This is an optimization exercise on Yosys and OpenROAD, whose aim is small area, not a production implementation. The RTL was checked by simulation tests, not by an equivalence proof against the original design. The flow treats the clock pin as an ideal source, which a real chip does not have.

## uart_top
module uart_top (
    input  wire iClk, iRst,
    input  wire iRx,
    output wire oTx
  );
For scale: roughly 130 flip-flops, about 4 I/O pins, roughly 3400 µm² of cells after synthesis.
==> module uart_top, before the edit <==
module uart_top (
    input  wire iClk, iRst,
    input  wire iRx,
    output wire oTx
  );
  localparam BIT = 1085;                       
  localparam [10:0] TERM = 11'b11001011101;    
  function [10:0] lfsr_next(input [10:0] s);
    lfsr_next = {s[9:0], s[10] ^ s[8]};
  endfunction
  function [10:0] lfsr_before(input integer k);
    integer i;
    reg [10:0] s;
    begin
      s = TERM;
      for (i = 0; i < k; i = i + 1)
        s = {s[0] ^ s[9], s[10:1]};
      lfsr_before = s;
    end
  endfunction
  localparam [10:0] L_IDLE = lfsr_before(BIT + 271);              
  localparam [10:0] L_BIT  = lfsr_before(BIT - 1);
  localparam [10:0] L_TXST = lfsr_before(BIT + 2);                
  localparam [10:0] L_RXST = lfsr_before((BIT - 272) + BIT);      
  localparam [10:0] L_RXLS = lfsr_before((BIT - 272) + BIT + 3);  
  wire wRx;
  uart_rx UART_RX_INST (.iClk(iClk), .iRxSerial(iRx), .oRxSync(wRx));
  reg        rTx;       
  reg [3:0]  rPh;       
  reg [10:0] rCnt;      
  reg [3:0]  rFrm;      
  reg [4:0]  rDistA;    
  reg [1:0]  rDistB;    
  reg [95:0] rRing;
  reg        rHold;     
  reg        rOut;      
  wire wTerm  = (rCnt == TERM);
  wire wPh0   = (rPh == 0);
  wire wPh9   = (rPh == 9);
  wire wPh8   = (rPh == 8);
  wire wData  = ~wPh0 & ~wPh9;
  wire wIdle  = ~rTx & wPh0;
  wire wBump  = wTerm & wData;                
  wire wMatch = ~|rDistA & ~|rDistB;
  wire wLast  = (rFrm == 11);
  reg [10:0] wLoad;
  always @(*) begin
    if (wIdle)
      wLoad = L_IDLE;
    else if (wPh8)
      wLoad = rTx ? L_TXST : wLast ? L_RXLS : L_RXST;
    else
      wLoad = L_BIT;
  end
  always @(posedge iClk) begin
    if (wIdle | wTerm)
      rCnt <= wLoad;
    else
      rCnt <= lfsr_next(rCnt);
  end
  always @(posedge iClk) begin
    if (iRst) begin
      rTx  <= 1'b0;
      rPh  <= 4'd0;
      rFrm <= 4'd0;
    end else if (wIdle ? ~wRx : wTerm) begin
      rPh <= wPh9 ? 4'd0 : rPh + 4'd1;
      if (wPh9) begin
        rFrm <= wLast ? 4'd0 : rFrm + 4'd1;
        if (wLast)
          rTx <= ~rTx;
      end
    end
  end
  always @(posedge iClk) begin
    if (iRst) begin
      rDistA <= 5'd0;
      rDistB <= 2'd0;
    end else if (!wBump) begin
      rDistA <= {rDistA[3:0], rDistA[4] ^ rDistA[2] ^ ~|rDistA[3:0]};
      rDistB <= {rDistB[0], ~|rDistB};
    end
  end
  always @(posedge iClk) begin
    rRing <= {(~rTx & wMatch) ? rHold : rRing[0], rRing[95:1]};
  end
  always @(posedge iClk) begin
    if (~rTx) begin
      if (wBump)
        rHold <= wRx;                         
    end else if (wMatch) begin
      rHold <= wData ? rRing[2] : rRing[1];
    end
  end
  always @(posedge iClk) begin
    if (wTerm)
      rOut <= rHold;
  end
  uart_tx UART_TX_INST (.iTxMode(rTx), .iStart(wPh0), .iStop(wPh9),
                        .iBit(rOut), .oTxSerial(oTx));
endmodule
export LEC_CHECK = 0
export CAP_MARGIN = 20
export CORE_MARGIN = 2
export CORE_UTILIZATION = 70
export SLEW_MARGIN = 20
create_clock -name core_clock -period 8.0 [get_ports {iClk}]
standard.sh (not shown) runs the stock make flow with config.mk's settings and CLKGATE_MAP_FILE= SYNTH_SCRIPT=/design/flow/synth_recipe.tcl, a recipe that flattens the netlist after the stock synthesis.
==> flow/flow/run.sh <==
#!/bin/bash
# Standard ORFS layout, with:
#  - clock tree synthesis told not to add dummy loads (cells that only
#    balance the tree) and to use clkbuf_4 buffers;
#  - the smallest buffer on the ports;
#  - before clock tree synthesis, every logic cell swapped for the smallest
#    cell of its family, then slew, capacitance and timing repaired
#    (flow/downsize.tcl);
#  - power recovery at global routing, which downsizes cells off the
#    critical paths.
set -euo pipefail
here=$(pwd)
bash standard.sh \
  "CTS_ARGS=-sink_clustering_enable -repair_clock_nets -dont_use_dummy_load -buf_list sky130_fd_sc_hd__clkbuf_4" \
  "BUFFER_PORTS_ARGS=-buffer_cell sky130_fd_sc_hd__buf_1" \
  "PRE_CTS_TCL=$here/flow/downsize.tcl" \
  RECOVER_POWER=100 \
  finish > standard.log 2>&1
==> flow/flow/downsize.tcl <==
# Area recovery before clock tree synthesis: swap each logic cell for the
# smallest cell of its family (same function, lowest drive), then let
# repair_design and repair_timing restore any slew, capacitance or timing
# limit that the swap breaks.
set ds_count 0
set ds_saved 0.0
foreach inst [get_cells *] {
  set ref [get_property $inst ref_name]
  set lc [get_lib_cells -quiet $ref]
  if {$lc eq ""} { continue }
  set name [get_property $lc name]
  if {![regexp {^(sky130_fd_sc_hd__[a-z0-9]+)_([0-9]+)$} $name -> base drv]} { continue }
  if {[regexp {dfxtp|dfrtp|edfxtp|clkbuf|clkinv|tapvpwr|fill|decap|conb} $base]} { continue }
  set best $name
  set best_area [get_property $lc area]
  foreach c [get_lib_cells ${base}_*] {
    set cn [get_property $c name]
    if {![regexp "^${base}_\[0-9\]+\$" $cn]} { continue }
    if {[get_property $c dont_use]} { continue }
    set a [get_property $c area]
    if {$a < $best_area} { set best $cn; set best_area $a }
  }
  if {$best ne $name} {
    set ds_saved [expr {$ds_saved + [get_property $lc area] - $best_area}]
    replace_cell $inst $best
    incr ds_count
  }
}
puts "downsize: $ds_count cells swapped, [format %.1f $ds_saved] um2 saved"
estimate_parasitics -placement
repair_design
repair_timing -setup
==> next run, changes <==
--- a/flow/design.v
+++ b/flow/design.v
@@ -25,13 +25,13 @@
 module uart_top (
     input  wire iClk, iRst,
     input  wire iRx,
     output wire oTx
   );
   localparam BIT = 1085;                       
-  localparam [10:0] TERM = 11'b11001011101;    
+  localparam [10:0] TERM = 11'b00101110111;    
   function [10:0] lfsr_next(input [10:0] s);
     lfsr_next = {s[9:0], s[10] ^ s[8]};
   endfunction
   function [10:0] lfsr_before(input integer k);
     integer i;
     reg [10:0] s;
@@ -56,20 +56,20 @@
   reg [4:0]  rDistA;    
   reg [1:0]  rDistB;    
   reg [95:0] rRing;
   reg        rHold;     
   reg        rOut;      
   wire wTerm  = (rCnt == TERM);
-  wire wPh0   = (rPh == 0);
-  wire wPh9   = (rPh == 9);
-  wire wPh8   = (rPh == 8);
-  wire wData  = ~wPh0 & ~wPh9;
+  wire wData  = |rPh[2:0];
+  wire wPh0   = ~rPh[3] & ~wData;
+  wire wPh9   = rPh[3] & ~wData;
+  wire wPh8   = rPh[2] & ~rPh[1] & ~rPh[0];
   wire wIdle  = ~rTx & wPh0;
   wire wBump  = wTerm & wData;                
   wire wMatch = ~|rDistA & ~|rDistB;
-  wire wLast  = (rFrm == 11);
+  wire wLast  = (rFrm == 4'b1010);
   reg [10:0] wLoad;
   always @(*) begin
     if (wIdle)
       wLoad = L_IDLE;
     else if (wPh8)
       wLoad = rTx ? L_TXST : wLast ? L_RXLS : L_RXST;
@@ -85,27 +85,24 @@
   always @(posedge iClk) begin
     if (iRst) begin
       rTx  <= 1'b0;
       rPh  <= 4'd0;
       rFrm <= 4'd0;
     end else if (wIdle ? ~wRx : wTerm) begin
-      rPh <= wPh9 ? 4'd0 : rPh + 4'd1;
+      rPh <= {rPh[2:0], (rPh[0] | ~rPh[2]) ^ rPh[3]};
       if (wPh9) begin
-        rFrm <= wLast ? 4'd0 : rFrm + 4'd1;
+        rFrm <= {rFrm[2], ~rFrm[3], rFrm[0], ~|rFrm[1:0]};
         if (wLast)
           rTx <= ~rTx;
       end
     end
   end
   always @(posedge iClk) begin
-    if (iRst) begin
-      rDistA <= 5'd0;
-      rDistB <= 2'd0;
-    end else if (!wBump) begin
-      rDistA <= {rDistA[3:0], rDistA[4] ^ rDistA[2] ^ ~|rDistA[3:0]};
-      rDistB <= {rDistB[0], ~|rDistB};
+    if (iRst | ~wBump) begin
+      rDistA <= {rDistA[3:0], rDistA[4] ^ rDistA[2] ^ ~|rDistA[3:0]} & {5{~iRst}};
+      rDistB <= {rDistB[0], ~|rDistB} & {2{~iRst}};
     end
   end
   always @(posedge iClk) begin
     rRing <= {(~rTx & wMatch) ? rHold : rRing[0], rRing[95:1]};
   end
   always @(posedge iClk) begin
After rerunning:
- The new run passed the timing, design-rule and antenna checks
- final cell count fell by 8.7%
- core utilization went up by 2.9 points
- worst setup slack degrades by 60 ps
- sequential share of layout area is higher by 4.3 points
- clock-buffer cell count is unchanged

==> re-timing with driven ports <==
How much do the figures lean on ideal ports? The routed layouts below were timed once more, with nothing changed but the port constraints.
Step 1, drivers: a clkbuf_16 drives iClk and a buf_2 each remaining input, both assumed.
Step 2 times the ports against the registers' clock, not the clock port: input delays grow and output delays shrink by t, the midpoint of the rising clock arrivals with the driver on.
Slacks: ideal ports / drivers / drivers and shift; pairs: ideal ports / drivers.
run	t, ns	setup WS [ns]	worst setup path at the end
the first run	0.490	4.757 / 4.730 / 5.220	register to output
the second run	0.486	4.697 / 4.670 / 5.115	input to register
After both steps setup and hold are still met in every run listed.
